Background: an optimization exercise with open tools, aiming at small area and a short achievable clock period. Do not read the settings as production practice.
At most, simulation tests tie the RTL to the original design; equivalence was not proved.
Power is estimated from default activity; no workload was simulated.

== pepper ==
==> flow/design.v (excerpt) <==
module sysarray_flat (
    input  wire         clk,
    input  wire         rst,
    input  wire         clr,
    input  wire [23:0]  a_left,
    input  wire [23:0]  b_top,
    output wire [161:0] acc_out
);
export LEC_CHECK = 0
export CAP_MARGIN = 20
export CORE_MARGIN = 2
export CORE_UTILIZATION = 40
export SLEW_MARGIN = 20
export SYNTH_HIERARCHICAL = 1
export SYNTH_MINIMUM_KEEP_SIZE = 0
create_clock -name core_clock -period 5.0 [get_ports {clk}]
run.sh (not shown) runs the stock make flow with config.mk's settings and CLKGATE_MAP_FILE= SYNTH_SCRIPT=/design/flow/synth_recipe.tcl, a recipe that flattens the netlist after the stock synthesis.
Modified inputs, maple compared to pepper
--- a/flow/design.v
+++ b/flow/design.v
@@ -183,22 +183,40 @@
     logic fa_c45;
     logic fa_s46;
     logic fa_c46;
     logic fa_s47;
     logic fa_c47;
     logic inv_s0;
     logic inv_c0;
     logic inv_s1;
     logic inv_c1;
     logic inv_s2;
     logic inv_c2;
+    logic cpc0;
+    logic cpc1;
+    logic cpc2;
+    logic cpc3;
+    logic cpc4;
+    logic cpc5;
+    logic cpc6;
+    logic cpc7;
+    logic cpc8;
+    logic cpc9;
+    logic cpc10;
+    logic cpc11;
+    logic cpc12;
+    logic cpc13;
+    logic cpc14;
+    logic cpc15;
+    logic cpc16;
+    logic cpc17;
     assign pp0_0 = a_in[0] & b_in[0];
     assign pp0_1 = a_in[0] & b_in[1];
     assign pp0_2 = a_in[0] & b_in[2];
     assign pp0_3 = a_in[0] & b_in[3];
     assign pp0_4 = a_in[0] & b_in[4];
     assign pp0_5 = a_in[0] & b_in[5];
     assign pp0_6 = a_in[0] & b_in[6];
     assign pp0_7 = ~(a_in[0] & b_in[7]);
     assign pp1_0 = a_in[1] & b_in[0];
     assign pp1_1 = a_in[1] & b_in[1];
     assign pp1_2 = a_in[1] & b_in[2];
@@ -312,23 +330,40 @@
     fa u_fa_s45 (.x(fa_c22), .y(fa_s33), .z(fa_c32), .s(fa_s45), .c(fa_c45));
     fa u_fa_s46 (.x(fa_c23), .y(fa_s34), .z(fa_c33), .s(fa_s46), .c(fa_c46));
     fa u_fa_s47 (.x(acc_out[14]), .y(pp7_7), .z(fa_c34), .s(fa_s47), .c(fa_c47));
     assign inv_s0 = ~acc_out[15];
     assign inv_c0 = acc_out[15];
     assign inv_s1 = ~acc_out[16];
     assign inv_c1 = acc_out[16];
     assign inv_s2 = ~acc_out[17];
     assign inv_c2 = acc_out[17];
     assign rx = {inv_c1, inv_c0, inv_s0, fa_s47, fa_s46, fa_c44, fa_c43, fa_c42, fa_c41, fa_c40, fa_c39, fa_c38, fa_c37, fa_c36, fa_c35, ha_c6, pp1_0, acc_out[0]};
     assign ry = {inv_s2, inv_s1, fa_c47, fa_c46, fa_c45, fa_s45, fa_s44, fa_s43, fa_s42, fa_s41, fa_s40, fa_s39, fa_s38, fa_s37, fa_s36, fa_s35, ha_s6, pp0_0};
-    assign sum = rx + ry;
+    ha u_cpa0 (.x(acc_out[0]), .y(pp0_0), .s(sum[0]), .c(cpc0));
+    fa u_cpa1 (.x(pp1_0), .y(ha_s6), .z(cpc0), .s(sum[1]), .c(cpc1));
+    fa u_cpa2 (.x(ha_c6), .y(fa_s35), .z(cpc1), .s(sum[2]), .c(cpc2));
+    fa u_cpa3 (.x(fa_c35), .y(fa_s36), .z(cpc2), .s(sum[3]), .c(cpc3));
+    fa u_cpa4 (.x(fa_c36), .y(fa_s37), .z(cpc3), .s(sum[4]), .c(cpc4));
+    fa u_cpa5 (.x(fa_c37), .y(fa_s38), .z(cpc4), .s(sum[5]), .c(cpc5));
+    fa u_cpa6 (.x(fa_c38), .y(fa_s39), .z(cpc5), .s(sum[6]), .c(cpc6));
+    fa u_cpa7 (.x(fa_c39), .y(fa_s40), .z(cpc6), .s(sum[7]), .c(cpc7));
+    fa u_cpa8 (.x(fa_c40), .y(fa_s41), .z(cpc7), .s(sum[8]), .c(cpc8));
+    fa u_cpa9 (.x(fa_c41), .y(fa_s42), .z(cpc8), .s(sum[9]), .c(cpc9));
+    fa u_cpa10 (.x(fa_c42), .y(fa_s43), .z(cpc9), .s(sum[10]), .c(cpc10));
+    fa u_cpa11 (.x(fa_c43), .y(fa_s44), .z(cpc10), .s(sum[11]), .c(cpc11));
+    fa u_cpa12 (.x(fa_c44), .y(fa_s45), .z(cpc11), .s(sum[12]), .c(cpc12));
+    fa u_cpa13 (.x(fa_s46), .y(fa_c45), .z(cpc12), .s(sum[13]), .c(cpc13));
+    fa u_cpa14 (.x(fa_s47), .y(fa_c46), .z(cpc13), .s(sum[14]), .c(cpc14));
+    fa u_cpa15 (.x(inv_s0), .y(fa_c47), .z(cpc14), .s(sum[15]), .c(cpc15));
+    fa u_cpa16 (.x(inv_c0), .y(inv_s1), .z(cpc15), .s(sum[16]), .c(cpc16));
+    fa u_cpa17 (.x(inv_c1), .y(inv_s2), .z(cpc16), .s(sum[17]), .c(cpc17));
     always_ff @(posedge clk) begin
         if (rst || clr) acc_out <= '0;
         else            acc_out <= sum;
     end
 endmodule
 module fa (
     input  logic x,
     input  logic y,
     input  logic z,
     output logic s,
     output logic c
## What came out
- What the final checks of maple revealed, after a flow that finished every stage, was a layout that fails on negative setup slack.
- pepper reached the final stage; the timing, DRC and antenna checks on its layout passed.
- Looking at shortest period the worst path allows across both flows, maple is the weaker of the two, with pepper ahead.
- Between pepper and maple, sequential power is lower for maple, pepper comes in above that.
- Die: maple smaller than pepper
- Row register share of total power: maple higher / pepper lower
- [compare] base=pepper new=maple: post-CTS setup buffer count climbed 6; design area dropped 2600 um2.
Only the layout flow was run in maple; the RTL was not checked for function there.

static timing again, ports no longer ideal:
No port has a modelled driver above. Below, the same layouts with a new extraction and two added sets of constraints. Step 1: set_driving_cell puts a clkbuf_16 on clk and a buf_2 on each other input, an assumption about the parent block. Step 2 moves the port delays by t, midway between the first and last clock arrival at a register: inputs arrive t later, outputs are due t later. That takes back most of the time a late clock gives input paths. a / b / c = ideal ports / drivers / drivers and shift; a / b = the first two.
run	shift t [ns]	setup slack, ns	latest minus earliest clock arrival (ns)	cell pins on the clock port's net
pepper	0.617	0.255 / 0.304 / -0.314	0.023 / 0.023	1
maple	0.609	-2.551 / -2.531 / -3.140	0.021 / 0.020	1
With both steps, setup timing fails in pepper, where it was met with ideal ports. For maple, which loses most, drivers alone change the setup slack by +0.020 ns; drivers and shift together by -0.589 ns.
